Background: an optimization exercise with open tools, aiming at small area and a short achievable clock period. Do not read the settings as production practice.
No functional check of the RTL was part of any run shown here.

==> flow/design.v (outline; a module is shown in full before it is edited, if it fits) <==
// module ex2_1: 1930 lines
module ex2_1 (
	      input 		  clk, rst, validi,
	      input [31:0] 	  data_in,
	      output logic 	  valido,
	      output logic [31:0] data_out
	      );
  // ...
==> flow/run.sh <==
#!/bin/bash
# synth_recipe.tcl (not shown) runs the flow's synth.tcl, then flattens the netlist and writes it again
# the make line also repeats each setting of config.mk as NAME=value (left out here)
make -C /OpenROAD-flow-scripts/flow DESIGN_CONFIG=/design/flow/config.mk WORK_HOME=/design/flow/orfs CLKGATE_MAP_FILE= SYNTH_SCRIPT=/design/flow/synth_recipe.tcl finish
==> flow/config.mk <==
export PLATFORM = sky130hd
export DESIGN_NAME = ex2_1
export DESIGN_NICKNAME = ex2_1
export VERILOG_FILES = /design/flow/design.v
export SDC_FILE = /design/flow/constraint.sdc
export NUM_CORES = 4
export LEC_CHECK = 0
export ABC_CLOCK_PERIOD_IN_PS = 3500
export CAP_MARGIN = 20
export CORE_MARGIN = 2
export CORE_UTILIZATION = 40
export SETUP_SLACK_MARGIN = 4.5
export SLEW_MARGIN = 20
==> flow/constraint.sdc <==
create_clock -name core_clock -period 8.0 [get_ports {clk}]
set_input_delay 1.6000 -clock core_clock [delete_from_list [all_inputs] [get_ports {clk}]]
set_output_delay 1.6000 -clock core_clock [all_outputs]
set_load 0.01 [all_outputs]
==> metrics list, run 1 <==
- Across all setup checks in the final design, the least slack found is ~3.7 ns.
- Measured against its own limit, the worst slew margin works out to 36.1%.
- Most used flip-flop cell after synthesis: dfxtp_1
- Leaving out the clock tree, the finished layout contains a buffer count of 285.
* Inserted Diodes: 0
- Required time of the critical path: 8.35 ns
- Reg area: 3740 µm²
* GR Util met2: 43.1%
- In this run the number of H-tree levels came out at 4.
* Flip-flop and latch count after synthesis: 186
* Pin count of the biggest net entering global routing: 34
- In the synthesized netlist, mux cells make up 0.466% of the area.
* Synth-to-Final Area Change: 35.5%
- Final total negative setup slack: 0 ns
- Least-Margin Pin Slew: roughly 0.96 ns
- Summing the areas of all fa, ha and maj instances in the mapped netlist gives a little under a third of the synthesized area.
* Die ar.: between 40000 and 50000 µm²
- In the final layout, flip-flops and latches take up 16.1% of the cell area.
* Number of logic stages on the critical path including buffering: 13
- After global routing, the most crowded layer is met2.
- Highest routed layer: met4
* Starting Density: 40.7%
* Total Nets Final: approximately 2300
- Summed over all layers, the global routing overflow is 0.
- Status: timing/DRC/antenna clean
- STA classifies the critical path endpoint as a flop.
* Deepest clock path buffer count: 2
- Startpoint of the worst-slack reg-to-reg timing path: q68
* Clk sinks: 186
- Fraction of area in multi-input gates: between 60 and 70%
* Total core area: 42200 µm²
* Vias per std cell: 5.53
- Setup slack on the worst reg-to-reg path comes out at roughly 3.7 ns.
==> run 2: changes to the inputs <==
--- a/flow/design.v
+++ b/flow/design.v
@@ -1392,539 +1392,291 @@
    assign pp268 = ((bo14 & a[1]) | (bt14 & a[0])) ^ bn14;
    assign pp269 = ((bo14 & a[2]) | (bt14 & a[1])) ^ bn14;
    assign pp270 = ((bo14 & a[3]) | (bt14 & a[2])) ^ bn14;
    assign bo15 = data_in[30] ^ data_in[29];
    assign bt15 = (data_in[31] & ~data_in[30] & ~data_in[29]) | (~data_in[31] & data_in[30] & data_in[29]);
    assign bn15 = data_in[31] & ~(data_in[30] & data_in[29]);
    assign pp271 = ((bo15 & a[0]) | (bt15 & 1'b0)) ^ bn15;
    assign pp272 = ((bo15 & a[1]) | (bt15 & a[0])) ^ bn15;
-   assign s273 = bn4 ^ pp9 ^ pp39;
-   assign c274 = (bn4 & pp9) | (pp39 & (bn4 ^ pp9));
-   assign s275 = pp10 ^ pp40 ^ pp68;
-   assign c276 = (pp10 & pp40) | (pp68 & (pp10 ^ pp40));
-   assign s277 = bn5 ^ pp11 ^ pp41;
-   assign c278 = (bn5 & pp11) | (pp41 & (bn5 ^ pp11));
-   assign s279 = pp69 ^ pp95 ^ pp119;
-   assign c280 = (pp69 & pp95) | (pp119 & (pp69 ^ pp95));
-   assign s281 = pp12 ^ pp42 ^ pp70;
-   assign c282 = (pp12 & pp42) | (pp70 & (pp12 ^ pp42));
-   assign s283 = pp96 ^ pp120 ^ pp142;
-   assign c284 = (pp96 & pp120) | (pp142 & (pp96 ^ pp120));
-   assign s285 = bn6 ^ pp13 ^ pp43;
-   assign c286 = (bn6 & pp13) | (pp43 & (bn6 ^ pp13));
-   assign s287 = pp71 ^ pp97 ^ pp121;
-   assign c288 = (pp71 & pp97) | (pp121 & (pp71 ^ pp97));
-   assign s289 = pp143 ^ pp163 ^ c282;
-   assign c290 = (pp143 & pp163) | (c282 & (pp143 ^ pp163));
-   assign s291 = pp14 ^ pp44 ^ pp72;
-   assign c292 = (pp14 & pp44) | (pp72 & (pp14 ^ pp44));
-   assign s293 = pp98 ^ pp122 ^ pp144;
-   assign c294 = (pp98 & pp122) | (pp144 & (pp98 ^ pp122));
-   assign s295 = pp164 ^ c286 ^ c288;
-   assign c296 = (pp164 & c286) | (c288 & (pp164 ^ c286));
-   assign s297 = bn7 ^ pp15 ^ pp45;
-   assign c298 = (bn7 & pp15) | (pp45 & (bn7 ^ pp15));
-   assign s299 = pp73 ^ pp99 ^ pp123;
-   assign c300 = (pp73 & pp99) | (pp123 & (pp73 ^ pp99));
-   assign s301 = pp145 ^ pp165 ^ pp183;
-   assign c302 = (pp145 & pp165) | (pp183 & (pp145 ^ pp165));
-   assign s303 = c292 ^ c294 ^ s297;
-   assign c304 = (c292 & c294) | (s297 & (c292 ^ c294));
-   assign s305 = pp16 ^ pp46 ^ pp74;
-   assign c306 = (pp16 & pp46) | (pp74 & (pp16 ^ pp46));
-   assign s307 = pp100 ^ pp124 ^ pp146;
-   assign c308 = (pp100 & pp124) | (pp146 & (pp100 ^ pp124));
-   assign s309 = pp166 ^ pp184 ^ c298;
-   assign c310 = (pp166 & pp184) | (c298 & (pp166 ^ pp184));
-   assign s311 = c300 ^ c302 ^ s305;
-   assign c312 = (c300 & c302) | (s305 & (c300 ^ c302));
-   assign s313 = bn8 ^ pp17 ^ pp47;
-   assign c314 = (bn8 & pp17) | (pp47 & (bn8 ^ pp17));
-   assign s315 = pp75 ^ pp101 ^ pp125;
-   assign c316 = (pp75 & pp101) | (pp125 & (pp75 ^ pp101));
-   assign s317 = pp147 ^ pp167 ^ pp185;
-   assign c318 = (pp147 & pp167) | (pp185 & (pp147 ^ pp167));
-   assign s319 = pp201 ^ c306 ^ c308;
-   assign c320 = (pp201 & c306) | (c308 & (pp201 ^ c306));
-   assign s321 = s313 ^ s315 ^ s317;
-   assign c322 = (s313 & s315) | (s317 & (s313 ^ s315));
-   assign s323 = pp18 ^ pp48 ^ pp76;
-   assign c324 = (pp18 & pp48) | (pp76 & (pp18 ^ pp48));
-   assign s325 = pp102 ^ pp126 ^ pp148;
-   assign c326 = (pp102 & pp126) | (pp148 & (pp102 ^ pp126));
-   assign s327 = pp168 ^ pp186 ^ pp202;
-   assign c328 = (pp168 & pp186) | (pp202 & (pp168 ^ pp186));
-   assign s329 = c314 ^ c316 ^ c318;
-   assign c330 = (c314 & c316) | (c318 & (c314 ^ c316));
-   assign s331 = s323 ^ s325 ^ s327;
-   assign c332 = (s323 & s325) | (s327 & (s323 ^ s325));
-   assign s333 = bn9 ^ pp19 ^ pp49;
-   assign c334 = (bn9 & pp19) | (pp49 & (bn9 ^ pp19));
-   assign s335 = pp77 ^ pp103 ^ pp127;
-   assign c336 = (pp77 & pp103) | (pp127 & (pp77 ^ pp103));
-   assign s337 = pp149 ^ pp169 ^ pp187;
-   assign c338 = (pp149 & pp169) | (pp187 & (pp149 ^ pp169));
-   assign s339 = pp203 ^ pp217 ^ c324;
-   assign c340 = (pp203 & pp217) | (c324 & (pp203 ^ pp217));
-   assign s341 = c326 ^ c328 ^ s333;
-   assign c342 = (c326 & c328) | (s333 & (c326 ^ c328));
-   assign s343 = s335 ^ s337 ^ c330;
-   assign c344 = (s335 & s337) | (c330 & (s335 ^ s337));
-   assign s345 = pp20 ^ pp50 ^ pp78;
-   assign c346 = (pp20 & pp50) | (pp78 & (pp20 ^ pp50));
-   assign s347 = pp104 ^ pp128 ^ pp150;
-   assign c348 = (pp104 & pp128) | (pp150 & (pp104 ^ pp128));
-   assign s349 = pp170 ^ pp188 ^ pp204;
-   assign c350 = (pp170 & pp188) | (pp204 & (pp170 ^ pp188));
-   assign s351 = pp218 ^ c334 ^ c336;
-   assign c352 = (pp218 & c334) | (c336 & (pp218 ^ c334));
-   assign s353 = c338 ^ s345 ^ s347;
-   assign c354 = (c338 & s345) | (s347 & (c338 ^ s345));
-   assign s355 = s349 ^ c340 ^ c342;
-   assign c356 = (s349 & c340) | (c342 & (s349 ^ c340));
-   assign s357 = bn10 ^ pp21 ^ pp51;
-   assign c358 = (bn10 & pp21) | (pp51 & (bn10 ^ pp21));
-   assign s359 = pp79 ^ pp105 ^ pp129;
-   assign c360 = (pp79 & pp105) | (pp129 & (pp79 ^ pp105));
-   assign s361 = pp151 ^ pp171 ^ pp189;
-   assign c362 = (pp151 & pp171) | (pp189 & (pp151 ^ pp171));
-   assign s363 = pp205 ^ pp219 ^ pp231;
-   assign c364 = (pp205 & pp219) | (pp231 & (pp205 ^ pp219));
-   assign s365 = c346 ^ c348 ^ c350;
-   assign c366 = (c346 & c348) | (c350 & (c346 ^ c348));
-   assign s367 = s357 ^ s359 ^ s361;
-   assign c368 = (s357 & s359) | (s361 & (s357 ^ s359));
-   assign s369 = s363 ^ c352 ^ c354;
-   assign c370 = (s363 & c352) | (c354 & (s363 ^ c352));
-   assign s371 = pp22 ^ pp52 ^ pp80;
-   assign c372 = (pp22 & pp52) | (pp80 & (pp22 ^ pp52));
-   assign s373 = pp106 ^ pp130 ^ pp152;
-   assign c374 = (pp106 & pp130) | (pp152 & (pp106 ^ pp130));
-   assign s375 = pp172 ^ pp190 ^ pp206;
-   assign c376 = (pp172 & pp190) | (pp206 & (pp172 ^ pp190));
-   assign s377 = pp220 ^ pp232 ^ c358;
-   assign c378 = (pp220 & pp232) | (c358 & (pp220 ^ pp232));
-   assign s379 = c360 ^ c362 ^ c364;
-   assign c380 = (c360 & c362) | (c364 & (c360 ^ c362));
-   assign s381 = s371 ^ s373 ^ s375;
-   assign c382 = (s371 & s373) | (s375 & (s371 ^ s373));
-   assign s383 = c366 ^ c368 ^ s377;
-   assign c384 = (c366 & c368) | (s377 & (c366 ^ c368));
-   assign s385 = bn11 ^ pp23 ^ pp53;
-   assign c386 = (bn11 & pp23) | (pp53 & (bn11 ^ pp23));
-   assign s387 = pp81 ^ pp107 ^ pp131;
-   assign c388 = (pp81 & pp107) | (pp131 & (pp81 ^ pp107));
-   assign s389 = pp153 ^ pp173 ^ pp191;
-   assign c390 = (pp153 & pp173) | (pp191 & (pp153 ^ pp173));
-   assign s391 = pp207 ^ pp221 ^ pp233;
-   assign c392 = (pp207 & pp221) | (pp233 & (pp207 ^ pp221));
-   assign s393 = pp243 ^ c372 ^ c374;
-   assign c394 = (pp243 & c372) | (c374 & (pp243 ^ c372));
-   assign s395 = c376 ^ s385 ^ s387;
-   assign c396 = (c376 & s385) | (s387 & (c376 ^ s385));
-   assign s397 = s389 ^ s391 ^ c378;
-   assign c398 = (s389 & s391) | (c378 & (s389 ^ s391));
-   assign s399 = c380 ^ c382 ^ s393;
-   assign c400 = (c380 & c382) | (s393 & (c380 ^ c382));
-   assign s401 = pp24 ^ pp54 ^ pp82;
-   assign c402 = (pp24 & pp54) | (pp82 & (pp24 ^ pp54));
-   assign s403 = pp108 ^ pp132 ^ pp154;
-   assign c404 = (pp108 & pp132) | (pp154 & (pp108 ^ pp132));
-   assign s405 = pp174 ^ pp192 ^ pp208;
-   assign c406 = (pp174 & pp192) | (pp208 & (pp174 ^ pp192));
-   assign s407 = pp222 ^ pp234 ^ pp244;
-   assign c408 = (pp222 & pp234) | (pp244 & (pp222 ^ pp234));
-   assign s409 = c386 ^ c388 ^ c390;
-   assign c410 = (c386 & c388) | (c390 & (c386 ^ c388));
-   assign s411 = c392 ^ s401 ^ s403;
-   assign c412 = (c392 & s401) | (s403 & (c392 ^ s401));
-   assign s413 = s405 ^ s407 ^ c394;
-   assign c414 = (s405 & s407) | (c394 & (s405 ^ s407));
-   assign s415 = c396 ^ s409 ^ s411;
-   assign c416 = (c396 & s409) | (s411 & (c396 ^ s409));
-   assign s417 = bn12 ^ pp25 ^ pp55;
-   assign c418 = (bn12 & pp25) | (pp55 & (bn12 ^ pp25));
-   assign s419 = pp83 ^ pp109 ^ pp133;
-   assign c420 = (pp83 & pp109) | (pp133 & (pp83 ^ pp109));
-   assign s421 = pp155 ^ pp175 ^ pp193;
-   assign c422 = (pp155 & pp175) | (pp193 & (pp155 ^ pp175));
-   assign s423 = pp209 ^ pp223 ^ pp235;
-   assign c424 = (pp209 & pp223) | (pp235 & (pp209 ^ pp223));
-   assign s425 = pp245 ^ pp253 ^ c402;
-   assign c426 = (pp245 & pp253) | (c402 & (pp245 ^ pp253));
-   assign s427 = c404 ^ c406 ^ c408;
-   assign c428 = (c404 & c406) | (c408 & (c404 ^ c406));
-   assign s429 = s417 ^ s419 ^ s421;
-   assign c430 = (s417 & s419) | (s421 & (s417 ^ s419));
-   assign s431 = s423 ^ c410 ^ c412;
-   assign c432 = (s423 & c410) | (c412 & (s423 ^ c410));
-   assign s433 = s425 ^ s427 ^ s429;
-   assign c434 = (s425 & s427) | (s429 & (s425 ^ s427));
-   assign s435 = pp26 ^ pp56 ^ pp84;
-   assign c436 = (pp26 & pp56) | (pp84 & (pp26 ^ pp56));
-   assign s437 = pp110 ^ pp134 ^ pp156;
-   assign c438 = (pp110 & pp134) | (pp156 & (pp110 ^ pp134));
-   assign s439 = pp176 ^ pp194 ^ pp210;
-   assign c440 = (pp176 & pp194) | (pp210 & (pp176 ^ pp194));
-   assign s441 = pp224 ^ pp236 ^ pp246;
-   assign c442 = (pp224 & pp236) | (pp246 & (pp224 ^ pp236));
-   assign s443 = pp254 ^ c418 ^ c420;
-   assign c444 = (pp254 & c418) | (c420 & (pp254 ^ c418));
-   assign s445 = c422 ^ c424 ^ s435;
-   assign c446 = (c422 & c424) | (s435 & (c422 ^ c424));
-   assign s447 = s437 ^ s439 ^ s441;
-   assign c448 = (s437 & s439) | (s441 & (s437 ^ s439));
-   assign s449 = c426 ^ c428 ^ c430;
-   assign c450 = (c426 & c428) | (c430 & (c426 ^ c428));
-   assign s451 = s443 ^ s445 ^ s447;
-   assign c452 = (s443 & s445) | (s447 & (s443 ^ s445));
-   assign s453 = bn13 ^ pp27 ^ pp57;
-   assign c454 = (bn13 & pp27) | (pp57 & (bn13 ^ pp27));
-   assign s455 = pp85 ^ pp111 ^ pp135;
-   assign c456 = (pp85 & pp111) | (pp135 & (pp85 ^ pp111));
-   assign s457 = pp157 ^ pp177 ^ pp195;
-   assign c458 = (pp157 & pp177) | (pp195 & (pp157 ^ pp177));
-   assign s459 = pp211 ^ pp225 ^ pp237;
-   assign c460 = (pp211 & pp225) | (pp237 & (pp211 ^ pp225));
-   assign s461 = pp247 ^ pp255 ^ pp261;
-   assign c462 = (pp247 & pp255) | (pp261 & (pp247 ^ pp255));
-   assign s463 = c436 ^ c438 ^ c440;
-   assign c464 = (c436 & c438) | (c440 & (c436 ^ c438));
-   assign s465 = c442 ^ s453 ^ s455;
-   assign c466 = (c442 & s453) | (s455 & (c442 ^ s453));
-   assign s467 = s457 ^ s459 ^ s461;
-   assign c468 = (s457 & s459) | (s461 & (s457 ^ s459));
-   assign s469 = c444 ^ c446 ^ c448;
-   assign c470 = (c444 & c446) | (c448 & (c444 ^ c446));
-   assign s471 = s463 ^ s465 ^ s467;
-   assign c472 = (s463 & s465) | (s467 & (s463 ^ s465));
-   assign s473 = pp28 ^ pp58 ^ pp86;
-   assign c474 = (pp28 & pp58) | (pp86 & (pp28 ^ pp58));
-   assign s475 = pp112 ^ pp136 ^ pp158;
-   assign c476 = (pp112 & pp136) | (pp158 & (pp112 ^ pp136));
-   assign s477 = pp178 ^ pp196 ^ pp212;
-   assign c478 = (pp178 & pp196) | (pp212 & (pp178 ^ pp196));
-   assign s479 = pp226 ^ pp238 ^ pp248;
-   assign c480 = (pp226 & pp238) | (pp248 & (pp226 ^ pp238));
-   assign s481 = pp256 ^ pp262 ^ c454;
-   assign c482 = (pp256 & pp262) | (c454 & (pp256 ^ pp262));
-   assign s483 = c456 ^ c458 ^ c460;
-   assign c484 = (c456 & c458) | (c460 & (c456 ^ c458));
-   assign s485 = c462 ^ s473 ^ s475;
-   assign c486 = (c462 & s473) | (s475 & (c462 ^ s473));
-   assign s487 = s477 ^ s479 ^ c464;
-   assign c488 = (s477 & s479) | (c464 & (s477 ^ s479));
-   assign s489 = c466 ^ c468 ^ s481;
-   assign c490 = (c466 & c468) | (s481 & (c466 ^ c468));
-   assign s491 = s483 ^ s485 ^ c470;
-   assign c492 = (s483 & s485) | (c470 & (s483 ^ s485));
-   assign s493 = bn14 ^ pp29 ^ pp59;
-   assign c494 = (bn14 & pp29) | (pp59 & (bn14 ^ pp29));
-   assign s495 = pp87 ^ pp113 ^ pp137;
-   assign c496 = (pp87 & pp113) | (pp137 & (pp87 ^ pp113));
-   assign s497 = pp159 ^ pp179 ^ pp197;
-   assign c498 = (pp159 & pp179) | (pp197 & (pp159 ^ pp179));
-   assign s499 = pp213 ^ pp227 ^ pp239;
-   assign c500 = (pp213 & pp227) | (pp239 & (pp213 ^ pp227));
-   assign s501 = pp249 ^ pp257 ^ pp263;
-   assign c502 = (pp249 & pp257) | (pp263 & (pp249 ^ pp257));
-   assign s503 = pp267 ^ c474 ^ c476;
-   assign c504 = (pp267 & c474) | (c476 & (pp267 ^ c474));
-   assign s505 = c478 ^ c480 ^ s493;
-   assign c506 = (c478 & c480) | (s493 & (c478 ^ c480));
-   assign s507 = s495 ^ s497 ^ s499;
-   assign c508 = (s495 & s497) | (s499 & (s495 ^ s497));
-   assign s509 = s501 ^ c482 ^ c484;
-   assign c510 = (s501 & c482) | (c484 & (s501 ^ c482));
-   assign s511 = c486 ^ s503 ^ s505;
-   assign c512 = (c486 & s503) | (s505 & (c486 ^ s503));
-   assign s513 = s507 ^ c488 ^ c490;
-   assign c514 = (s507 & c488) | (c490 & (s507 ^ c488));
-   assign s515 = pp30 ^ pp60 ^ pp88;
-   assign c516 = (pp30 & pp60) | (pp88 & (pp30 ^ pp60));
-   assign s517 = pp114 ^ pp138 ^ pp160;
-   assign c518 = (pp114 & pp138) | (pp160 & (pp114 ^ pp138));
-   assign s519 = pp180 ^ pp198 ^ pp214;
-   assign c520 = (pp180 & pp198) | (pp214 & (pp180 ^ pp198));
-   assign s521 = pp228 ^ pp240 ^ pp250;
-   assign c522 = (pp228 & pp240) | (pp250 & (pp228 ^ pp240));
-   assign s523 = pp258 ^ pp264 ^ pp268;
-   assign c524 = (pp258 & pp264) | (pp268 & (pp258 ^ pp264));
-   assign s525 = c494 ^ c496 ^ c498;
-   assign c526 = (c494 & c496) | (c498 & (c494 ^ c496));
-   assign s527 = c500 ^ c502 ^ s515;
-   assign c528 = (c500 & c502) | (s515 & (c500 ^ c502));
-   assign s529 = s517 ^ s519 ^ s521;
-   assign c530 = (s517 & s519) | (s521 & (s517 ^ s519));
-   assign s531 = s523 ^ c504 ^ c506;
-   assign c532 = (s523 & c504) | (c506 & (s523 ^ c504));
-   assign s533 = c508 ^ s525 ^ s527;
-   assign c534 = (c508 & s525) | (s527 & (c508 ^ s525));
-   assign s535 = s529 ^ c510 ^ s531;
-   assign c536 = (s529 & c510) | (s531 & (s529 ^ c510));
-   assign s537 = bn15 ^ pp31 ^ pp61;
-   assign c538 = (bn15 & pp31) | (pp61 & (bn15 ^ pp31));
-   assign s539 = pp89 ^ pp115 ^ pp139;
-   assign c540 = (pp89 & pp115) | (pp139 & (pp89 ^ pp115));
-   assign s541 = pp161 ^ pp181 ^ pp199;
-   assign c542 = (pp161 & pp181) | (pp199 & (pp161 ^ pp181));
-   assign s543 = pp215 ^ pp229 ^ pp241;
-   assign c544 = (pp215 & pp229) | (pp241 & (pp215 ^ pp229));
-   assign s545 = pp251 ^ pp259 ^ pp265;
-   assign c546 = (pp251 & pp259) | (pp265 & (pp251 ^ pp259));
-   assign s547 = pp269 ^ pp271 ^ c516;
-   assign c548 = (pp269 & pp271) | (c516 & (pp269 ^ pp271));
-   assign s549 = c518 ^ c520 ^ c522;
-   assign c550 = (c518 & c520) | (c522 & (c518 ^ c520));
-   assign s551 = c524 ^ s537 ^ s539;
-   assign c552 = (c524 & s537) | (s539 & (c524 ^ s537));
-   assign s553 = s541 ^ s543 ^ s545;
-   assign c554 = (s541 & s543) | (s545 & (s541 ^ s543));
-   assign s555 = c526 ^ c528 ^ c530;
-   assign c556 = (c526 & c528) | (c530 & (c526 ^ c528));
-   assign s557 = s547 ^ s549 ^ s551;
-   assign c558 = (s547 & s549) | (s551 & (s547 ^ s549));
-   assign s559 = s553 ^ c532 ^ s555;
-   assign c560 = (s553 & c532) | (s555 & (s553 ^ c532));
+   ex2_1_fa us273 (.a(bn4), .b(pp9), .c(pp39), .s(s273), .co(c274));
+   ex2_1_fa us275 (.a(pp10), .b(pp40), .c(pp68), .s(s275), .co(c276));
+   ex2_1_fa us277 (.a(bn5), .b(pp11), .c(pp41), .s(s277), .co(c278));
+   ex2_1_fa us279 (.a(pp69), .b(pp95), .c(pp119), .s(s279), .co(c280));
+   ex2_1_fa us281 (.a(pp12), .b(pp42), .c(pp70), .s(s281), .co(c282));
+   ex2_1_fa us283 (.a(pp96), .b(pp120), .c(pp142), .s(s283), .co(c284));
+   ex2_1_fa us285 (.a(bn6), .b(pp13), .c(pp43), .s(s285), .co(c286));
+   ex2_1_fa us287 (.a(pp71), .b(pp97), .c(pp121), .s(s287), .co(c288));
+   ex2_1_fa us289 (.a(pp143), .b(pp163), .c(c282), .s(s289), .co(c290));
+   ex2_1_fa us291 (.a(pp14), .b(pp44), .c(pp72), .s(s291), .co(c292));
+   ex2_1_fa us293 (.a(pp98), .b(pp122), .c(pp144), .s(s293), .co(c294));
+   ex2_1_fa us295 (.a(pp164), .b(c286), .c(c288), .s(s295), .co(c296));
+   ex2_1_fa us297 (.a(bn7), .b(pp15), .c(pp45), .s(s297), .co(c298));
+   ex2_1_fa us299 (.a(pp73), .b(pp99), .c(pp123), .s(s299), .co(c300));
+   ex2_1_fa us301 (.a(pp145), .b(pp165), .c(pp183), .s(s301), .co(c302));
+   ex2_1_fa us303 (.a(c292), .b(c294), .c(s297), .s(s303), .co(c304));
+   ex2_1_fa us305 (.a(pp16), .b(pp46), .c(pp74), .s(s305), .co(c306));
+   ex2_1_fa us307 (.a(pp100), .b(pp124), .c(pp146), .s(s307), .co(c308));
+   ex2_1_fa us309 (.a(pp166), .b(pp184), .c(c298), .s(s309), .co(c310));
+   ex2_1_fa us311 (.a(c300), .b(c302), .c(s305), .s(s311), .co(c312));
+   ex2_1_fa us313 (.a(bn8), .b(pp17), .c(pp47), .s(s313), .co(c314));
+   ex2_1_fa us315 (.a(pp75), .b(pp101), .c(pp125), .s(s315), .co(c316));
+   ex2_1_fa us317 (.a(pp147), .b(pp167), .c(pp185), .s(s317), .co(c318));
+   ex2_1_fa us319 (.a(pp201), .b(c306), .c(c308), .s(s319), .co(c320));
+   ex2_1_fa us321 (.a(s313), .b(s315), .c(s317), .s(s321), .co(c322));
+   ex2_1_fa us323 (.a(pp18), .b(pp48), .c(pp76), .s(s323), .co(c324));
+   ex2_1_fa us325 (.a(pp102), .b(pp126), .c(pp148), .s(s325), .co(c326));
+   ex2_1_fa us327 (.a(pp168), .b(pp186), .c(pp202), .s(s327), .co(c328));
+   ex2_1_fa us329 (.a(c314), .b(c316), .c(c318), .s(s329), .co(c330));
+   ex2_1_fa us331 (.a(s323), .b(s325), .c(s327), .s(s331), .co(c332));
+   ex2_1_fa us333 (.a(bn9), .b(pp19), .c(pp49), .s(s333), .co(c334));
+   ex2_1_fa us335 (.a(pp77), .b(pp103), .c(pp127), .s(s335), .co(c336));
+   ex2_1_fa us337 (.a(pp149), .b(pp169), .c(pp187), .s(s337), .co(c338));
+   ex2_1_fa us339 (.a(pp203), .b(pp217), .c(c324), .s(s339), .co(c340));
+   ex2_1_fa us341 (.a(c326), .b(c328), .c(s333), .s(s341), .co(c342));
+   ex2_1_fa us343 (.a(s335), .b(s337), .c(c330), .s(s343), .co(c344));
+   ex2_1_fa us345 (.a(pp20), .b(pp50), .c(pp78), .s(s345), .co(c346));
+   ex2_1_fa us347 (.a(pp104), .b(pp128), .c(pp150), .s(s347), .co(c348));
+   ex2_1_fa us349 (.a(pp170), .b(pp188), .c(pp204), .s(s349), .co(c350));
+   ex2_1_fa us351 (.a(pp218), .b(c334), .c(c336), .s(s351), .co(c352));
+   ex2_1_fa us353 (.a(c338), .b(s345), .c(s347), .s(s353), .co(c354));
+   ex2_1_fa us355 (.a(s349), .b(c340), .c(c342), .s(s355), .co(c356));
+   ex2_1_fa us357 (.a(bn10), .b(pp21), .c(pp51), .s(s357), .co(c358));
+   ex2_1_fa us359 (.a(pp79), .b(pp105), .c(pp129), .s(s359), .co(c360));
+   ex2_1_fa us361 (.a(pp151), .b(pp171), .c(pp189), .s(s361), .co(c362));
+   ex2_1_fa us363 (.a(pp205), .b(pp219), .c(pp231), .s(s363), .co(c364));
+   ex2_1_fa us365 (.a(c346), .b(c348), .c(c350), .s(s365), .co(c366));
+   ex2_1_fa us367 (.a(s357), .b(s359), .c(s361), .s(s367), .co(c368));
+   ex2_1_fa us369 (.a(s363), .b(c352), .c(c354), .s(s369), .co(c370));
+   ex2_1_fa us371 (.a(pp22), .b(pp52), .c(pp80), .s(s371), .co(c372));
+   ex2_1_fa us373 (.a(pp106), .b(pp130), .c(pp152), .s(s373), .co(c374));
+   ex2_1_fa us375 (.a(pp172), .b(pp190), .c(pp206), .s(s375), .co(c376));
+   ex2_1_fa us377 (.a(pp220), .b(pp232), .c(c358), .s(s377), .co(c378));
+   ex2_1_fa us379 (.a(c360), .b(c362), .c(c364), .s(s379), .co(c380));
+   ex2_1_fa us381 (.a(s371), .b(s373), .c(s375), .s(s381), .co(c382));
+   ex2_1_fa us383 (.a(c366), .b(c368), .c(s377), .s(s383), .co(c384));
+   ex2_1_fa us385 (.a(bn11), .b(pp23), .c(pp53), .s(s385), .co(c386));
+   ex2_1_fa us387 (.a(pp81), .b(pp107), .c(pp131), .s(s387), .co(c388));
+   ex2_1_fa us389 (.a(pp153), .b(pp173), .c(pp191), .s(s389), .co(c390));
+   ex2_1_fa us391 (.a(pp207), .b(pp221), .c(pp233), .s(s391), .co(c392));
+   ex2_1_fa us393 (.a(pp243), .b(c372), .c(c374), .s(s393), .co(c394));
+   ex2_1_fa us395 (.a(c376), .b(s385), .c(s387), .s(s395), .co(c396));
+   ex2_1_fa us397 (.a(s389), .b(s391), .c(c378), .s(s397), .co(c398));
+   ex2_1_fa us399 (.a(c380), .b(c382), .c(s393), .s(s399), .co(c400));
+   ex2_1_fa us401 (.a(pp24), .b(pp54), .c(pp82), .s(s401), .co(c402));
+   ex2_1_fa us403 (.a(pp108), .b(pp132), .c(pp154), .s(s403), .co(c404));
+   ex2_1_fa us405 (.a(pp174), .b(pp192), .c(pp208), .s(s405), .co(c406));
+   ex2_1_fa us407 (.a(pp222), .b(pp234), .c(pp244), .s(s407), .co(c408));
+   ex2_1_fa us409 (.a(c386), .b(c388), .c(c390), .s(s409), .co(c410));
+   ex2_1_fa us411 (.a(c392), .b(s401), .c(s403), .s(s411), .co(c412));
+   ex2_1_fa us413 (.a(s405), .b(s407), .c(c394), .s(s413), .co(c414));
+   ex2_1_fa us415 (.a(c396), .b(s409), .c(s411), .s(s415), .co(c416));
+   ex2_1_fa us417 (.a(bn12), .b(pp25), .c(pp55), .s(s417), .co(c418));
+   ex2_1_fa us419 (.a(pp83), .b(pp109), .c(pp133), .s(s419), .co(c420));
+   ex2_1_fa us421 (.a(pp155), .b(pp175), .c(pp193), .s(s421), .co(c422));
+   ex2_1_fa us423 (.a(pp209), .b(pp223), .c(pp235), .s(s423), .co(c424));
+   ex2_1_fa us425 (.a(pp245), .b(pp253), .c(c402), .s(s425), .co(c426));
+   ex2_1_fa us427 (.a(c404), .b(c406), .c(c408), .s(s427), .co(c428));
+   ex2_1_fa us429 (.a(s417), .b(s419), .c(s421), .s(s429), .co(c430));
+   ex2_1_fa us431 (.a(s423), .b(c410), .c(c412), .s(s431), .co(c432));
+   ex2_1_fa us433 (.a(s425), .b(s427), .c(s429), .s(s433), .co(c434));
+   ex2_1_fa us435 (.a(pp26), .b(pp56), .c(pp84), .s(s435), .co(c436));
+   ex2_1_fa us437 (.a(pp110), .b(pp134), .c(pp156), .s(s437), .co(c438));
+   ex2_1_fa us439 (.a(pp176), .b(pp194), .c(pp210), .s(s439), .co(c440));
+   ex2_1_fa us441 (.a(pp224), .b(pp236), .c(pp246), .s(s441), .co(c442));
+   ex2_1_fa us443 (.a(pp254), .b(c418), .c(c420), .s(s443), .co(c444));
+   ex2_1_fa us445 (.a(c422), .b(c424), .c(s435), .s(s445), .co(c446));
+   ex2_1_fa us447 (.a(s437), .b(s439), .c(s441), .s(s447), .co(c448));
+   ex2_1_fa us449 (.a(c426), .b(c428), .c(c430), .s(s449), .co(c450));
+   ex2_1_fa us451 (.a(s443), .b(s445), .c(s447), .s(s451), .co(c452));
+   ex2_1_fa us453 (.a(bn13), .b(pp27), .c(pp57), .s(s453), .co(c454));
+   ex2_1_fa us455 (.a(pp85), .b(pp111), .c(pp135), .s(s455), .co(c456));
+   ex2_1_fa us457 (.a(pp157), .b(pp177), .c(pp195), .s(s457), .co(c458));
+   ex2_1_fa us459 (.a(pp211), .b(pp225), .c(pp237), .s(s459), .co(c460));
+   ex2_1_fa us461 (.a(pp247), .b(pp255), .c(pp261), .s(s461), .co(c462));
+   ex2_1_fa us463 (.a(c436), .b(c438), .c(c440), .s(s463), .co(c464));
+   ex2_1_fa us465 (.a(c442), .b(s453), .c(s455), .s(s465), .co(c466));
+   ex2_1_fa us467 (.a(s457), .b(s459), .c(s461), .s(s467), .co(c468));
+   ex2_1_fa us469 (.a(c444), .b(c446), .c(c448), .s(s469), .co(c470));
+   ex2_1_fa us471 (.a(s463), .b(s465), .c(s467), .s(s471), .co(c472));
+   ex2_1_fa us473 (.a(pp28), .b(pp58), .c(pp86), .s(s473), .co(c474));
+   ex2_1_fa us475 (.a(pp112), .b(pp136), .c(pp158), .s(s475), .co(c476));
+   ex2_1_fa us477 (.a(pp178), .b(pp196), .c(pp212), .s(s477), .co(c478));
+   ex2_1_fa us479 (.a(pp226), .b(pp238), .c(pp248), .s(s479), .co(c480));
+   ex2_1_fa us481 (.a(pp256), .b(pp262), .c(c454), .s(s481), .co(c482));
+   ex2_1_fa us483 (.a(c456), .b(c458), .c(c460), .s(s483), .co(c484));
+   ex2_1_fa us485 (.a(c462), .b(s473), .c(s475), .s(s485), .co(c486));
+   ex2_1_fa us487 (.a(s477), .b(s479), .c(c464), .s(s487), .co(c488));
+   ex2_1_fa us489 (.a(c466), .b(c468), .c(s481), .s(s489), .co(c490));
+   ex2_1_fa us491 (.a(s483), .b(s485), .c(c470), .s(s491), .co(c492));
+   ex2_1_fa us493 (.a(bn14), .b(pp29), .c(pp59), .s(s493), .co(c494));
+   ex2_1_fa us495 (.a(pp87), .b(pp113), .c(pp137), .s(s495), .co(c496));
+   ex2_1_fa us497 (.a(pp159), .b(pp179), .c(pp197), .s(s497), .co(c498));
+   ex2_1_fa us499 (.a(pp213), .b(pp227), .c(pp239), .s(s499), .co(c500));
+   ex2_1_fa us501 (.a(pp249), .b(pp257), .c(pp263), .s(s501), .co(c502));
+   ex2_1_fa us503 (.a(pp267), .b(c474), .c(c476), .s(s503), .co(c504));
+   ex2_1_fa us505 (.a(c478), .b(c480), .c(s493), .s(s505), .co(c506));
+   ex2_1_fa us507 (.a(s495), .b(s497), .c(s499), .s(s507), .co(c508));
+   ex2_1_fa us509 (.a(s501), .b(c482), .c(c484), .s(s509), .co(c510));
+   ex2_1_fa us511 (.a(c486), .b(s503), .c(s505), .s(s511), .co(c512));
+   ex2_1_fa us513 (.a(s507), .b(c488), .c(c490), .s(s513), .co(c514));
+   ex2_1_fa us515 (.a(pp30), .b(pp60), .c(pp88), .s(s515), .co(c516));
+   ex2_1_fa us517 (.a(pp114), .b(pp138), .c(pp160), .s(s517), .co(c518));
+   ex2_1_fa us519 (.a(pp180), .b(pp198), .c(pp214), .s(s519), .co(c520));
+   ex2_1_fa us521 (.a(pp228), .b(pp240), .c(pp250), .s(s521), .co(c522));
+   ex2_1_fa us523 (.a(pp258), .b(pp264), .c(pp268), .s(s523), .co(c524));
+   ex2_1_fa us525 (.a(c494), .b(c496), .c(c498), .s(s525), .co(c526));
+   ex2_1_fa us527 (.a(c500), .b(c502), .c(s515), .s(s527), .co(c528));
+   ex2_1_fa us529 (.a(s517), .b(s519), .c(s521), .s(s529), .co(c530));
+   ex2_1_fa us531 (.a(s523), .b(c504), .c(c506), .s(s531), .co(c532));
+   ex2_1_fa us533 (.a(c508), .b(s525), .c(s527), .s(s533), .co(c534));
+   ex2_1_fa us535 (.a(s529), .b(c510), .c(s531), .s(s535), .co(c536));
+   ex2_1_fa us537 (.a(bn15), .b(pp31), .c(pp61), .s(s537), .co(c538));
+   ex2_1_fa us539 (.a(pp89), .b(pp115), .c(pp139), .s(s539), .co(c540));
+   ex2_1_fa us541 (.a(pp161), .b(pp181), .c(pp199), .s(s541), .co(c542));
+   ex2_1_fa us543 (.a(pp215), .b(pp229), .c(pp241), .s(s543), .co(c544));
+   ex2_1_fa us545 (.a(pp251), .b(pp259), .c(pp265), .s(s545), .co(c546));
+   ex2_1_fa us547 (.a(pp269), .b(pp271), .c(c516), .s(s547), .co(c548));
+   ex2_1_fa us549 (.a(c518), .b(c520), .c(c522), .s(s549), .co(c550));
+   ex2_1_fa us551 (.a(c524), .b(s537), .c(s539), .s(s551), .co(c552));
+   ex2_1_fa us553 (.a(s541), .b(s543), .c(s545), .s(s553), .co(c554));
+   ex2_1_fa us555 (.a(c526), .b(c528), .c(c530), .s(s555), .co(c556));
+   ex2_1_fa us557 (.a(s547), .b(s549), .c(s551), .s(s557), .co(c558));
+   ex2_1_fa us559 (.a(s553), .b(c532), .c(s555), .s(s559), .co(c560));
    assign s561 = pp32 ^ pp62 ^ pp90;
    assign s562 = pp116 ^ pp140 ^ pp162;
    assign s563 = pp182 ^ pp200 ^ pp216;
    assign s564 = pp230 ^ pp242 ^ pp252;
    assign s565 = pp260 ^ pp266 ^ pp270;
    assign s566 = pp272 ^ c538 ^ c540;
    assign s567 = c542 ^ c544 ^ c546;
    assign s568 = s561 ^ s562 ^ s563;
    assign s569 = s564 ^ s565 ^ c548;
    assign s570 = c550 ^ c552 ^ c554;
    assign s571 = s566 ^ s567 ^ s568;
    assign s572 = c556 ^ c558 ^ s569;
-   assign s573 = q0 ^ q1;
-   assign c574 = q0 & q1;
-   assign s575 = q2 ^ c574;
-   assign c576 = q2 & c574;
-   assign s577 = q3 ^ q4 ^ q5;
-   assign c578 = (q3 & q4) | (q5 & (q3 ^ q4));
-   assign s579 = c576 ^ s577;
-   assign c580 = c576 & s577;
-   assign s581 = q6 ^ q7 ^ c578;
-   assign c582 = (q6 & q7) | (c578 & (q6 ^ q7));
-   assign s583 = c580 ^ s581;
-   assign c584 = c580 & s581;
-   assign s585 = q8 ^ q9 ^ q10;
-   assign c586 = (q8 & q9) | (q10 & (q8 ^ q9));
-   assign s587 = q11 ^ s585 ^ c582;
-   assign c588 = (q11 & s585) | (c582 & (q11 ^ s585));
-   assign s589 = c584 ^ s587;
-   assign c590 = c584 & s587;
-   assign s591 = q12 ^ q13 ^ q14;
-   assign c592 = (q12 & q13) | (q14 & (q12 ^ q13));
-   assign s593 = c586 ^ s591 ^ c588;
-   assign c594 = (c586 & s591) | (c588 & (c586 ^ s591));
-   assign s595 = data_in[5] ^ c590;
-   assign c596 = data_in[5] & c590;
-   assign s597 = q15 ^ q16 ^ q17;
-   assign c598 = (q15 & q16) | (q17 & (q15 ^ q16));
-   assign s599 = q18 ^ q19 ^ c592;
-   assign c600 = (q18 & q19) | (c592 & (q18 ^ q19));
-   assign s601 = s597 ^ s599 ^ data_in[6];
-   assign c602 = (s597 & s599) | (data_in[6] & (s597 ^ s599));
-   assign s603 = c594 ^ c596;
-   assign c604 = c594 & c596;
-   assign s605 = q20 ^ q21 ^ q22;
-   assign c606 = (q20 & q21) | (q22 & (q20 ^ q21));
-   assign s607 = q23 ^ c598 ^ s605;
-   assign c608 = (q23 & c598) | (s605 & (q23 ^ c598));
-   assign s609 = c600 ^ s607 ^ data_in[7];
-   assign c610 = (c600 & s607) | (data_in[7] & (c600 ^ s607));
-   assign s611 = c602 ^ c604;
-   assign c612 = c602 & c604;
-   assign s613 = q24 ^ q25 ^ q26;
-   assign c614 = (q24 & q25) | (q26 & (q24 ^ q25));
-   assign s615 = q27 ^ c606 ^ s613;
-   assign c616 = (q27 & c606) | (s613 & (q27 ^ c606));
-   assign s617 = c608 ^ s615 ^ data_in[8];
-   assign c618 = (c608 & s615) | (data_in[8] & (c608 ^ s615));
-   assign s619 = c610 ^ s617;
-   assign c620 = c610 & s617;
-   assign s621 = q28 ^ q29 ^ q30;
-   assign c622 = (q28 & q29) | (q30 & (q28 ^ q29));
-   assign s623 = q31 ^ c614 ^ s621;
-   assign c624 = (q31 & c614) | (s621 & (q31 ^ c614));
-   assign s625 = c616 ^ s623 ^ data_in[9];
-   assign c626 = (c616 & s623) | (data_in[9] & (c616 ^ s623));
-   assign s627 = c618 ^ s625;
-   assign c628 = c618 & s625;
-   assign s629 = q32 ^ q33 ^ q34;
-   assign c630 = (q32 & q33) | (q34 & (q32 ^ q33));
-   assign s631 = q35 ^ c622 ^ s629;
-   assign c632 = (q35 & c622) | (s629 & (q35 ^ c622));
-   assign s633 = c624 ^ s631 ^ data_in[10];
-   assign c634 = (c624 & s631) | (data_in[10] & (c624 ^ s631));
-   assign s635 = c626 ^ s633;
-   assign c636 = c626 & s633;
-   assign s637 = q36 ^ q37 ^ q38;
-   assign c638 = (q36 & q37) | (q38 & (q36 ^ q37));
-   assign s639 = q39 ^ c630 ^ s637;
-   assign c640 = (q39 & c630) | (s637 & (q39 ^ c630));
-   assign s641 = c632 ^ s639 ^ data_in[11];
-   assign c642 = (c632 & s639) | (data_in[11] & (c632 ^ s639));
-   assign s643 = c634 ^ s641;
-   assign c644 = c634 & s641;
-   assign s645 = q40 ^ q41 ^ q42;
-   assign c646 = (q40 & q41) | (q42 & (q40 ^ q41));
-   assign s647 = q43 ^ c638 ^ s645;
-   assign c648 = (q43 & c638) | (s645 & (q43 ^ c638));
-   assign s649 = c640 ^ s647 ^ data_in[12];
-   assign c650 = (c640 & s647) | (data_in[12] & (c640 ^ s647));
-   assign s651 = c642 ^ s649;
-   assign c652 = c642 & s649;
-   assign s653 = q44 ^ q45 ^ q46;
-   assign c654 = (q44 & q45) | (q46 & (q44 ^ q45));
-   assign s655 = q47 ^ c646 ^ s653;
-   assign c656 = (q47 & c646) | (s653 & (q47 ^ c646));
-   assign s657 = c648 ^ s655 ^ data_in[13];
-   assign c658 = (c648 & s655) | (data_in[13] & (c648 ^ s655));
-   assign s659 = c650 ^ s657;
-   assign c660 = c650 & s657;
-   assign s661 = q48 ^ q49 ^ q50;
-   assign c662 = (q48 & q49) | (q50 & (q48 ^ q49));
-   assign s663 = q51 ^ c654 ^ s661;
-   assign c664 = (q51 & c654) | (s661 & (q51 ^ c654));
-   assign s665 = c656 ^ s663 ^ data_in[14];
-   assign c666 = (c656 & s663) | (data_in[14] & (c656 ^ s663));
-   assign s667 = c658 ^ s665;
-   assign c668 = c658 & s665;
-   assign s669 = q52 ^ q53 ^ q54;
-   assign c670 = (q52 & q53) | (q54 & (q52 ^ q53));
-   assign s671 = q55 ^ c662 ^ s669;
-   assign c672 = (q55 & c662) | (s669 & (q55 ^ c662));
-   assign s673 = c664 ^ s671 ^ data_in[15];
-   assign c674 = (c664 & s671) | (data_in[15] & (c664 ^ s671));
-   assign s675 = c666 ^ s673;
-   assign c676 = c666 & s673;
-   assign s677 = q56 ^ q57 ^ q58;
-   assign c678 = (q56 & q57) | (q58 & (q56 ^ q57));
-   assign s679 = q59 ^ c670 ^ s677;
-   assign c680 = (q59 & c670) | (s677 & (q59 ^ c670));
-   assign s681 = c672 ^ s679 ^ data_in[16];
-   assign c682 = (c672 & s679) | (data_in[16] & (c672 ^ s679));
-   assign s683 = c674 ^ s681;
-   assign c684 = c674 & s681;
-   assign s685 = q60 ^ q61 ^ q62;
-   assign c686 = (q60 & q61) | (q62 & (q60 ^ q61));
-   assign s687 = q63 ^ c678 ^ s685;
-   assign c688 = (q63 & c678) | (s685 & (q63 ^ c678));
-   assign s689 = c680 ^ s687 ^ data_in[17];
-   assign c690 = (c680 & s687) | (data_in[17] & (c680 ^ s687));
-   assign s691 = c682 ^ s689;
-   assign c692 = c682 & s689;
-   assign s693 = q64 ^ q65 ^ q66;
-   assign c694 = (q64 & q65) | (q66 & (q64 ^ q65));
-   assign s695 = q67 ^ c686 ^ s693;
-   assign c696 = (q67 & c686) | (s693 & (q67 ^ c686));
-   assign s697 = c688 ^ s695 ^ data_in[18];
-   assign c698 = (c688 & s695) | (data_in[18] & (c688 ^ s695));
-   assign s699 = c690 ^ s697;
-   assign c700 = c690 & s697;
-   assign s701 = q68 ^ q69 ^ q70;
-   assign c702 = (q68 & q69) | (q70 & (q68 ^ q69));
-   assign s703 = q71 ^ c694 ^ s701;
-   assign c704 = (q71 & c694) | (s701 & (q71 ^ c694));
-   assign s705 = c696 ^ s703 ^ data_in[19];
-   assign c706 = (c696 & s703) | (data_in[19] & (c696 ^ s703));
-   assign s707 = c698 ^ s705;
-   assign c708 = c698 & s705;
-   assign s709 = q72 ^ q73 ^ q74;
-   assign c710 = (q72 & q73) | (q74 & (q72 ^ q73));
-   assign s711 = q75 ^ c702 ^ s709;
-   assign c712 = (q75 & c702) | (s709 & (q75 ^ c702));
-   assign s713 = c704 ^ s711 ^ data_in[20];
-   assign c714 = (c704 & s711) | (data_in[20] & (c704 ^ s711));
-   assign s715 = c706 ^ s713;
-   assign c716 = c706 & s713;
-   assign s717 = q76 ^ q77 ^ q78;
-   assign c718 = (q76 & q77) | (q78 & (q76 ^ q77));
-   assign s719 = q79 ^ c710 ^ s717;
-   assign c720 = (q79 & c710) | (s717 & (q79 ^ c710));
-   assign s721 = c712 ^ s719 ^ data_in[21];
-   assign c722 = (c712 & s719) | (data_in[21] & (c712 ^ s719));
-   assign s723 = c714 ^ s721;
-   assign c724 = c714 & s721;
-   assign s725 = q80 ^ q81 ^ q82;
-   assign c726 = (q80 & q81) | (q82 & (q80 ^ q81));
-   assign s727 = q83 ^ c718 ^ s725;
-   assign c728 = (q83 & c718) | (s725 & (q83 ^ c718));
-   assign s729 = c720 ^ s727 ^ data_in[22];
-   assign c730 = (c720 & s727) | (data_in[22] & (c720 ^ s727));
-   assign s731 = c722 ^ s729;
-   assign c732 = c722 & s729;
-   assign s733 = q84 ^ q85 ^ q86;
-   assign c734 = (q84 & q85) | (q86 & (q84 ^ q85));
-   assign s735 = q87 ^ c726 ^ s733;
-   assign c736 = (q87 & c726) | (s733 & (q87 ^ c726));
-   assign s737 = c728 ^ s735 ^ data_in[23];
-   assign c738 = (c728 & s735) | (data_in[23] & (c728 ^ s735));
-   assign s739 = c730 ^ s737;
-   assign c740 = c730 & s737;
-   assign s741 = q88 ^ q89 ^ q90;
-   assign c742 = (q88 & q89) | (q90 & (q88 ^ q89));
-   assign s743 = q91 ^ c734 ^ s741;
-   assign c744 = (q91 & c734) | (s741 & (q91 ^ c734));
-   assign s745 = c736 ^ s743 ^ data_in[24];
-   assign c746 = (c736 & s743) | (data_in[24] & (c736 ^ s743));
-   assign s747 = c738 ^ s745;
-   assign c748 = c738 & s745;
-   assign s749 = q92 ^ q93 ^ q94;
-   assign c750 = (q92 & q93) | (q94 & (q92 ^ q93));
-   assign s751 = q95 ^ c742 ^ s749;
-   assign c752 = (q95 & c742) | (s749 & (q95 ^ c742));
-   assign s753 = c744 ^ s751 ^ data_in[25];
-   assign c754 = (c744 & s751) | (data_in[25] & (c744 ^ s751));
-   assign s755 = c746 ^ s753;
-   assign c756 = c746 & s753;
-   assign s757 = q96 ^ q97 ^ q98;
-   assign c758 = (q96 & q97) | (q98 & (q96 ^ q97));
-   assign s759 = q99 ^ c750 ^ s757;
-   assign c760 = (q99 & c750) | (s757 & (q99 ^ c750));
-   assign s761 = c752 ^ s759 ^ data_in[26];
-   assign c762 = (c752 & s759) | (data_in[26] & (c752 ^ s759));
-   assign s763 = c754 ^ s761;
-   assign c764 = c754 & s761;
-   assign s765 = q100 ^ q101 ^ q102;
-   assign c766 = (q100 & q101) | (q102 & (q100 ^ q101));
-   assign s767 = q103 ^ c758 ^ s765;
-   assign c768 = (q103 & c758) | (s765 & (q103 ^ c758));
-   assign s769 = c760 ^ s767 ^ data_in[27];
-   assign c770 = (c760 & s767) | (data_in[27] & (c760 ^ s767));
-   assign s771 = c762 ^ s769;
-   assign c772 = c762 & s769;
-   assign s773 = q104 ^ q105 ^ q106;
-   assign c774 = (q104 & q105) | (q106 & (q104 ^ q105));
-   assign s775 = q107 ^ c766 ^ s773;
-   assign c776 = (q107 & c766) | (s773 & (q107 ^ c766));
-   assign s777 = c768 ^ s775 ^ data_in[28];
-   assign c778 = (c768 & s775) | (data_in[28] & (c768 ^ s775));
-   assign s779 = c770 ^ s777;
-   assign c780 = c770 & s777;
-   assign s781 = q108 ^ q109 ^ q110;
-   assign c782 = (q108 & q109) | (q110 & (q108 ^ q109));
-   assign s783 = q111 ^ c774 ^ s781;
-   assign c784 = (q111 & c774) | (s781 & (q111 ^ c774));
-   assign s785 = c776 ^ s783 ^ data_in[29];
-   assign c786 = (c776 & s783) | (data_in[29] & (c776 ^ s783));
-   assign s787 = c778 ^ s785;
-   assign c788 = c778 & s785;
-   assign s789 = q112 ^ q113 ^ q114;
-   assign c790 = (q112 & q113) | (q114 & (q112 ^ q113));
-   assign s791 = q115 ^ c782 ^ s789;
-   assign c792 = (q115 & c782) | (s789 & (q115 ^ c782));
-   assign s793 = c784 ^ s791 ^ data_in[30];
-   assign c794 = (c784 & s791) | (data_in[30] & (c784 ^ s791));
-   assign s795 = c786 ^ s793;
-   assign c796 = c786 & s793;
+   ex2_1_ha us573 (.a(q0), .b(q1), .s(s573), .co(c574));
+   ex2_1_ha us575 (.a(q2), .b(c574), .s(s575), .co(c576));
+   ex2_1_fa us577 (.a(q3), .b(q4), .c(q5), .s(s577), .co(c578));
+   ex2_1_ha us579 (.a(c576), .b(s577), .s(s579), .co(c580));
+   ex2_1_fa us581 (.a(q6), .b(q7), .c(c578), .s(s581), .co(c582));
+   ex2_1_ha us583 (.a(c580), .b(s581), .s(s583), .co(c584));
+   ex2_1_fa us585 (.a(q8), .b(q9), .c(q10), .s(s585), .co(c586));
+   ex2_1_fa us587 (.a(q11), .b(s585), .c(c582), .s(s587), .co(c588));
+   ex2_1_ha us589 (.a(c584), .b(s587), .s(s589), .co(c590));
+   ex2_1_fa us591 (.a(q12), .b(q13), .c(q14), .s(s591), .co(c592));
+   ex2_1_fa us593 (.a(c586), .b(s591), .c(c588), .s(s593), .co(c594));
+   ex2_1_ha us595 (.a(data_in[5]), .b(c590), .s(s595), .co(c596));
+   ex2_1_fa us597 (.a(q15), .b(q16), .c(q17), .s(s597), .co(c598));
+   ex2_1_fa us599 (.a(q18), .b(q19), .c(c592), .s(s599), .co(c600));
+   ex2_1_fa us601 (.a(s597), .b(s599), .c(data_in[6]), .s(s601), .co(c602));
+   ex2_1_ha us603 (.a(c594), .b(c596), .s(s603), .co(c604));
+   ex2_1_fa us605 (.a(q20), .b(q21), .c(q22), .s(s605), .co(c606));
+   ex2_1_fa us607 (.a(q23), .b(c598), .c(s605), .s(s607), .co(c608));
+   ex2_1_fa us609 (.a(c600), .b(s607), .c(data_in[7]), .s(s609), .co(c610));
+   ex2_1_ha us611 (.a(c602), .b(c604), .s(s611), .co(c612));
+   ex2_1_fa us613 (.a(q24), .b(q25), .c(q26), .s(s613), .co(c614));
+   ex2_1_fa us615 (.a(q27), .b(c606), .c(s613), .s(s615), .co(c616));
+   ex2_1_fa us617 (.a(c608), .b(s615), .c(data_in[8]), .s(s617), .co(c618));
+   ex2_1_ha us619 (.a(c610), .b(s617), .s(s619), .co(c620));
+   ex2_1_fa us621 (.a(q28), .b(q29), .c(q30), .s(s621), .co(c622));
+   ex2_1_fa us623 (.a(q31), .b(c614), .c(s621), .s(s623), .co(c624));
+   ex2_1_fa us625 (.a(c616), .b(s623), .c(data_in[9]), .s(s625), .co(c626));
+   ex2_1_ha us627 (.a(c618), .b(s625), .s(s627), .co(c628));
+   ex2_1_fa us629 (.a(q32), .b(q33), .c(q34), .s(s629), .co(c630));
+   ex2_1_fa us631 (.a(q35), .b(c622), .c(s629), .s(s631), .co(c632));
+   ex2_1_fa us633 (.a(c624), .b(s631), .c(data_in[10]), .s(s633), .co(c634));
+   ex2_1_ha us635 (.a(c626), .b(s633), .s(s635), .co(c636));
+   ex2_1_fa us637 (.a(q36), .b(q37), .c(q38), .s(s637), .co(c638));
+   ex2_1_fa us639 (.a(q39), .b(c630), .c(s637), .s(s639), .co(c640));
+   ex2_1_fa us641 (.a(c632), .b(s639), .c(data_in[11]), .s(s641), .co(c642));
+   ex2_1_ha us643 (.a(c634), .b(s641), .s(s643), .co(c644));
+   ex2_1_fa us645 (.a(q40), .b(q41), .c(q42), .s(s645), .co(c646));
+   ex2_1_fa us647 (.a(q43), .b(c638), .c(s645), .s(s647), .co(c648));
+   ex2_1_fa us649 (.a(c640), .b(s647), .c(data_in[12]), .s(s649), .co(c650));
+   ex2_1_ha us651 (.a(c642), .b(s649), .s(s651), .co(c652));
+   ex2_1_fa us653 (.a(q44), .b(q45), .c(q46), .s(s653), .co(c654));
+   ex2_1_fa us655 (.a(q47), .b(c646), .c(s653), .s(s655), .co(c656));
+   ex2_1_fa us657 (.a(c648), .b(s655), .c(data_in[13]), .s(s657), .co(c658));
+   ex2_1_ha us659 (.a(c650), .b(s657), .s(s659), .co(c660));
+   ex2_1_fa us661 (.a(q48), .b(q49), .c(q50), .s(s661), .co(c662));
+   ex2_1_fa us663 (.a(q51), .b(c654), .c(s661), .s(s663), .co(c664));
+   ex2_1_fa us665 (.a(c656), .b(s663), .c(data_in[14]), .s(s665), .co(c666));
+   ex2_1_ha us667 (.a(c658), .b(s665), .s(s667), .co(c668));
+   ex2_1_fa us669 (.a(q52), .b(q53), .c(q54), .s(s669), .co(c670));
+   ex2_1_fa us671 (.a(q55), .b(c662), .c(s669), .s(s671), .co(c672));
+   ex2_1_fa us673 (.a(c664), .b(s671), .c(data_in[15]), .s(s673), .co(c674));
+   ex2_1_ha us675 (.a(c666), .b(s673), .s(s675), .co(c676));
+   ex2_1_fa us677 (.a(q56), .b(q57), .c(q58), .s(s677), .co(c678));
+   ex2_1_fa us679 (.a(q59), .b(c670), .c(s677), .s(s679), .co(c680));
+   ex2_1_fa us681 (.a(c672), .b(s679), .c(data_in[16]), .s(s681), .co(c682));
+   ex2_1_ha us683 (.a(c674), .b(s681), .s(s683), .co(c684));
+   ex2_1_fa us685 (.a(q60), .b(q61), .c(q62), .s(s685), .co(c686));
+   ex2_1_fa us687 (.a(q63), .b(c678), .c(s685), .s(s687), .co(c688));
+   ex2_1_fa us689 (.a(c680), .b(s687), .c(data_in[17]), .s(s689), .co(c690));
+   ex2_1_ha us691 (.a(c682), .b(s689), .s(s691), .co(c692));
+   ex2_1_fa us693 (.a(q64), .b(q65), .c(q66), .s(s693), .co(c694));
+   ex2_1_fa us695 (.a(q67), .b(c686), .c(s693), .s(s695), .co(c696));
+   ex2_1_fa us697 (.a(c688), .b(s695), .c(data_in[18]), .s(s697), .co(c698));
+   ex2_1_ha us699 (.a(c690), .b(s697), .s(s699), .co(c700));
+   ex2_1_fa us701 (.a(q68), .b(q69), .c(q70), .s(s701), .co(c702));
+   ex2_1_fa us703 (.a(q71), .b(c694), .c(s701), .s(s703), .co(c704));
+   ex2_1_fa us705 (.a(c696), .b(s703), .c(data_in[19]), .s(s705), .co(c706));
+   ex2_1_ha us707 (.a(c698), .b(s705), .s(s707), .co(c708));
+   ex2_1_fa us709 (.a(q72), .b(q73), .c(q74), .s(s709), .co(c710));
+   ex2_1_fa us711 (.a(q75), .b(c702), .c(s709), .s(s711), .co(c712));
+   ex2_1_fa us713 (.a(c704), .b(s711), .c(data_in[20]), .s(s713), .co(c714));
+   ex2_1_ha us715 (.a(c706), .b(s713), .s(s715), .co(c716));
+   ex2_1_fa us717 (.a(q76), .b(q77), .c(q78), .s(s717), .co(c718));
+   ex2_1_fa us719 (.a(q79), .b(c710), .c(s717), .s(s719), .co(c720));
+   ex2_1_fa us721 (.a(c712), .b(s719), .c(data_in[21]), .s(s721), .co(c722));
+   ex2_1_ha us723 (.a(c714), .b(s721), .s(s723), .co(c724));
+   ex2_1_fa us725 (.a(q80), .b(q81), .c(q82), .s(s725), .co(c726));
+   ex2_1_fa us727 (.a(q83), .b(c718), .c(s725), .s(s727), .co(c728));
+   ex2_1_fa us729 (.a(c720), .b(s727), .c(data_in[22]), .s(s729), .co(c730));
+   ex2_1_ha us731 (.a(c722), .b(s729), .s(s731), .co(c732));
+   ex2_1_fa us733 (.a(q84), .b(q85), .c(q86), .s(s733), .co(c734));
+   ex2_1_fa us735 (.a(q87), .b(c726), .c(s733), .s(s735), .co(c736));
+   ex2_1_fa us737 (.a(c728), .b(s735), .c(data_in[23]), .s(s737), .co(c738));
+   ex2_1_ha us739 (.a(c730), .b(s737), .s(s739), .co(c740));
+   ex2_1_fa us741 (.a(q88), .b(q89), .c(q90), .s(s741), .co(c742));
+   ex2_1_fa us743 (.a(q91), .b(c734), .c(s741), .s(s743), .co(c744));
+   ex2_1_fa us745 (.a(c736), .b(s743), .c(data_in[24]), .s(s745), .co(c746));
+   ex2_1_ha us747 (.a(c738), .b(s745), .s(s747), .co(c748));
+   ex2_1_fa us749 (.a(q92), .b(q93), .c(q94), .s(s749), .co(c750));
+   ex2_1_fa us751 (.a(q95), .b(c742), .c(s749), .s(s751), .co(c752));
+   ex2_1_fa us753 (.a(c744), .b(s751), .c(data_in[25]), .s(s753), .co(c754));
+   ex2_1_ha us755 (.a(c746), .b(s753), .s(s755), .co(c756));
+   ex2_1_fa us757 (.a(q96), .b(q97), .c(q98), .s(s757), .co(c758));
+   ex2_1_fa us759 (.a(q99), .b(c750), .c(s757), .s(s759), .co(c760));
+   ex2_1_fa us761 (.a(c752), .b(s759), .c(data_in[26]), .s(s761), .co(c762));
+   ex2_1_ha us763 (.a(c754), .b(s761), .s(s763), .co(c764));
+   ex2_1_fa us765 (.a(q100), .b(q101), .c(q102), .s(s765), .co(c766));
+   ex2_1_fa us767 (.a(q103), .b(c758), .c(s765), .s(s767), .co(c768));
+   ex2_1_fa us769 (.a(c760), .b(s767), .c(data_in[27]), .s(s769), .co(c770));
+   ex2_1_ha us771 (.a(c762), .b(s769), .s(s771), .co(c772));
+   ex2_1_fa us773 (.a(q104), .b(q105), .c(q106), .s(s773), .co(c774));
+   ex2_1_fa us775 (.a(q107), .b(c766), .c(s773), .s(s775), .co(c776));
+   ex2_1_fa us777 (.a(c768), .b(s775), .c(data_in[28]), .s(s777), .co(c778));
+   ex2_1_ha us779 (.a(c770), .b(s777), .s(s779), .co(c780));
+   ex2_1_fa us781 (.a(q108), .b(q109), .c(q110), .s(s781), .co(c782));
+   ex2_1_fa us783 (.a(q111), .b(c774), .c(s781), .s(s783), .co(c784));
+   ex2_1_fa us785 (.a(c776), .b(s783), .c(data_in[29]), .s(s785), .co(c786));
+   ex2_1_ha us787 (.a(c778), .b(s785), .s(s787), .co(c788));
+   ex2_1_fa us789 (.a(q112), .b(q113), .c(q114), .s(s789), .co(c790));
+   ex2_1_fa us791 (.a(q115), .b(c782), .c(s789), .s(s791), .co(c792));
+   ex2_1_fa us793 (.a(c784), .b(s791), .c(data_in[30]), .s(s793), .co(c794));
+   ex2_1_ha us795 (.a(c786), .b(s793), .s(s795), .co(c796));
    assign s797 = q116 ^ q117 ^ q118;
    assign s798 = q119 ^ c790 ^ s797;
    assign s799 = c792 ^ s798 ^ data_in[31];
    assign s800 = c794 ^ s799;
    assign ra = {c796, c788, c780, c772, c764, c756, c748, c740, c732, c724, c716, c708, c700, c692, c684, c676, c668, c660, c652, c644, c636, c628, c620, c612, s609, s601, s593, data_in[4], s583, s579, s575, s573};
    assign rb = {s800, s795, s787, s779, s771, s763, s755, s747, s739, s731, s723, s715, s707, s699, s691, s683, s675, s667, s659, s651, s643, s635, s627, s619, s611, s603, s595, s589, data_in[3], data_in[2], data_in[1], data_in[0]};
 endmodule
+module ex2_1_fa (input a, b, c, output s, co);
+   assign s = a ^ b ^ c;
+   assign co = (a & b) | (c & (a ^ b));
+endmodule
+module ex2_1_ha (input a, b, output s, co);
+   assign s = a ^ b;
+   assign co = a & b;
+endmodule
--- a/flow/config.mk
+++ b/flow/config.mk
@@ -6,8 +6,9 @@
 export NUM_CORES = 4
 export LEC_CHECK = 0
 export ABC_CLOCK_PERIOD_IN_PS = 3500
 export CAP_MARGIN = 20
 export CORE_MARGIN = 2
 export CORE_UTILIZATION = 40
 export SETUP_SLACK_MARGIN = 4.5
 export SLEW_MARGIN = 20
+export SYNTH_HIERARCHICAL = 1
==> run 2 against run 1 <==
- still clean on timing, DRC and antenna
- hold slack improved by 0.0063 ns
- critical path depth increased by 3
- synthesized area is 5.6% lower
- first-iteration DRC count fell by 10%
- die area fell by 5.5%
- maximum frequency about the same
- count of clock-buffer cells in the layout is 1 higher
- flip-flop and latch count stayed put
- critical endpoint is now q119
==> metrics list, run 2 <==
* Status: timing/DRC/antenna clean
* Area of the mapped netlist: 16200 µm²
- Relative to the synthesized area, the layout overhead comes to 38.1%.
- Deepest clock path buffer count: 2 (unchanged)
- Share of the clock period used by the worst path: 53.9%
- Setup skew after layout: 0.0151 ns
* Worst-case headroom to the max-slew limit: 32.2% (-3.9 points)
* Max incr delay on CP: 0.46 ns
- Cells with a size suffix above 1 make up about two fifths of the layout.
- Overflow left after global routing: 0 (unchanged)
- Max cap viols: 0
* Unrepaired setup endpoints after global routing: yes
- Vias per std cell: 5.71 (+3.3%)
- The via count of the first global-routing pass came to approximately 13000.
* Pin count of the biggest net entering global routing: 39 (+15%)
- The library cell used most frequently in the layout, excluding fill and tap cells, is xnor2_1.
- The number of H-tree levels came to 4 (unchanged).
* # hold bufs at CTS: 0
- Number of filler cells placed in the layout: roughly 3200
* DRC: 0
* Final total negative setup slack: 0 ns (unchanged)
- Final routed wire length divided by cell count: 24.7 µm
- Final core utilization: 56.2%
- Starting Density: 40.7% (-0.057 points)
- The required time at the worst-slack endpoint came to 8.40 ns (+0.05 ns).
- Least-Margin Pin Slew: 1.02 ns (+0.0591 ns)
- Flip-flop and latch count after synthesis: 186 (unchanged)
- Drt initial violations: 1045
* Clk latency of the worst-skew pair: 0.48 ns
- The hold violation total from the final report was 0.
* Vert. Die Dim: between 200 and 250 µm
- The most used flip-flop cell after synthesis is dfxtp_1.
* Count of port buffers added during placement: 67
- In this run the clock root is driven by a clkbuf_16.
* Inserted Diodes: 0 (unchanged)
- The overall die area came to 42200 µm² (-5.5%).
* Crit end category: flop
- The number of nets in the layout is 2028 (-11%).
- Share of async-settable or async-resettable flops after synthesis: under 10%
- Sequential element share of the synthesized area: 23.0%
- Total core area: 39900 µm² (-5.5%)
- Buf/Inv on CP: 3
- Once layout is complete, the cells apart from fillers number approximately 2200.
- The number of pins exceeding their max-slew limit in the final report was 0.
- The clock sink count was 186 (unchanged).
- Maximum fanout along the worst path: 9
- Reg area: 3740 µm² (about the same)
- Width of the die: 205 µm
==> run 2: cell families after synthesis <==
group / Yosys count / synth area share, %
buffers and inverters: 176 / 4.09
adder cells (fa/ha/maj): 303 / 33.8
AND/OR/NAND/NOR: 138 / 4.33
flip-flops: 186 / 23.0
AO/OA/AOI/OAI: 396 / 16.9
multiplexers: 2 / 0.131
XOR/XNOR: 328 / 17.7
==> run 2: final timing paths <==
| check | startpoint | endpoint | slack, ns | cells past startpoint |
|---|---|---|---|---|
| worst max-delay path | data_in[9] | q119 | 3.69 | 16 |
| worst min-delay path | cnt[0] | cnt[0] | 0.44 | 1 |
| worst max register to register | q3 | data_out[30] | 3.97 | 14 |
| worst min register to register | cnt[0] | cnt[0] | 0.44 | 1 |
| max in group asynchronous | rst | valido | 6.59 | 2 |
| min in group asynchronous | rst | cnt[0] | 1.28 | 2 |
==> run 2: layout make-up <==
cell class / instances / share of cell area, %
clock buffer: 18 / 1.96
clock inverter: 14 / 1.04
inverter: 52 / 1.61
multi-input combinational: 1170 / 63.7
sequential: 186 / 16.7
tap: 525 / 2.93
timing repair buffer: 260 / 11.9
timing repair inverter: 3 / 0.117
==> run 2: worst reg2reg max path, stage by stage, from the launching register on <==
cell and delay (ns):
dfxtp_2 0.33, fa_2 0.39, fa_2 0.38, fa_2 0.45
ha_4 0.19, ha_4 0.16, ha_4 0.16, ha_4 0.22
ha_4 0.29, and3_4 0.20, nand4_1 0.25, a21bo_4 0.33
a21o_4 0.24, and4b_1 0.19, a311oi_1 0.17
==> run 2: layer usage <==
metal	global-route usage, %	vias to the layer above	share of wire (%)
met5	0	-	0
met4	9.38	0	3.1
met3	5.81	103	7.2
met2	43.2	528	47
met1	35.7	6515	42
li1	-	5578	-
==> run 2: timing repair <==
item | in CTS | in global routing
pin swaps | 179 | 105
setup endpoints to repair | 115 | 85
buffers inserted | 147 | 25
cloned | 7 | 1
resized for setup | 501 | 79
==> run 2: Yosys stat by module (local to each module, per instance) <==
module	flops+latches	cells	cell area [µm²]	times used
ex2_1_fa	0	1	20.0	225
ex2_1	186	1273	11300	1
ex2_1_ha	0	1	12.5	31
==> run 2: through the flow <==
step | setup WS [ns] | hold WS, ns | cell area (µm²)
after floorplan | 3.50 | 0.409 | 17800
after global placement | 2.06 | 0.418 | 18300
after detailed placement | 2.04 | 0.430 | 18300
after CTS | 3.73 | 0.440 | 21800
after global routing | 3.57 | 0.448 | 22400
final | 3.69 | 0.437 | 22400

-- port drivers added, routing unchanged --
Ports are ideal in the flow. The routed layouts listed here were re-timed in OpenROAD. Step 1 assumes that a clkbuf_16 drives the clock port and a buf_2 every other input. Step 2 times the ports against the registers' clock, not the clock port: input delays grow and output delays shrink by t, the midpoint of the rising clock arrivals with the driver on. Slacks: ideal / step 1 / step 2; pairs: ideal / step 1.
| run | t, ns | slack for setup (ns) | worst setup path after step 2 | slew at the worst register clock pin (ns) | pins driven straight from the clock port |
|---|---|---|---|---|---|
| run 1 | 0.533 | 3.692 / 3.692 / 3.208 | input to register | 0.08 / 0.08 | 1 |
| run 2 | 0.531 | 3.689 / 3.662 / 3.131 | input to register | 0.08 / 0.08 | 1 |
After both steps setup and hold are still met in every run listed. The setup slack of run 2, which loses most, moves by -0.027 ns with the drivers and by -0.558 ns with both steps.
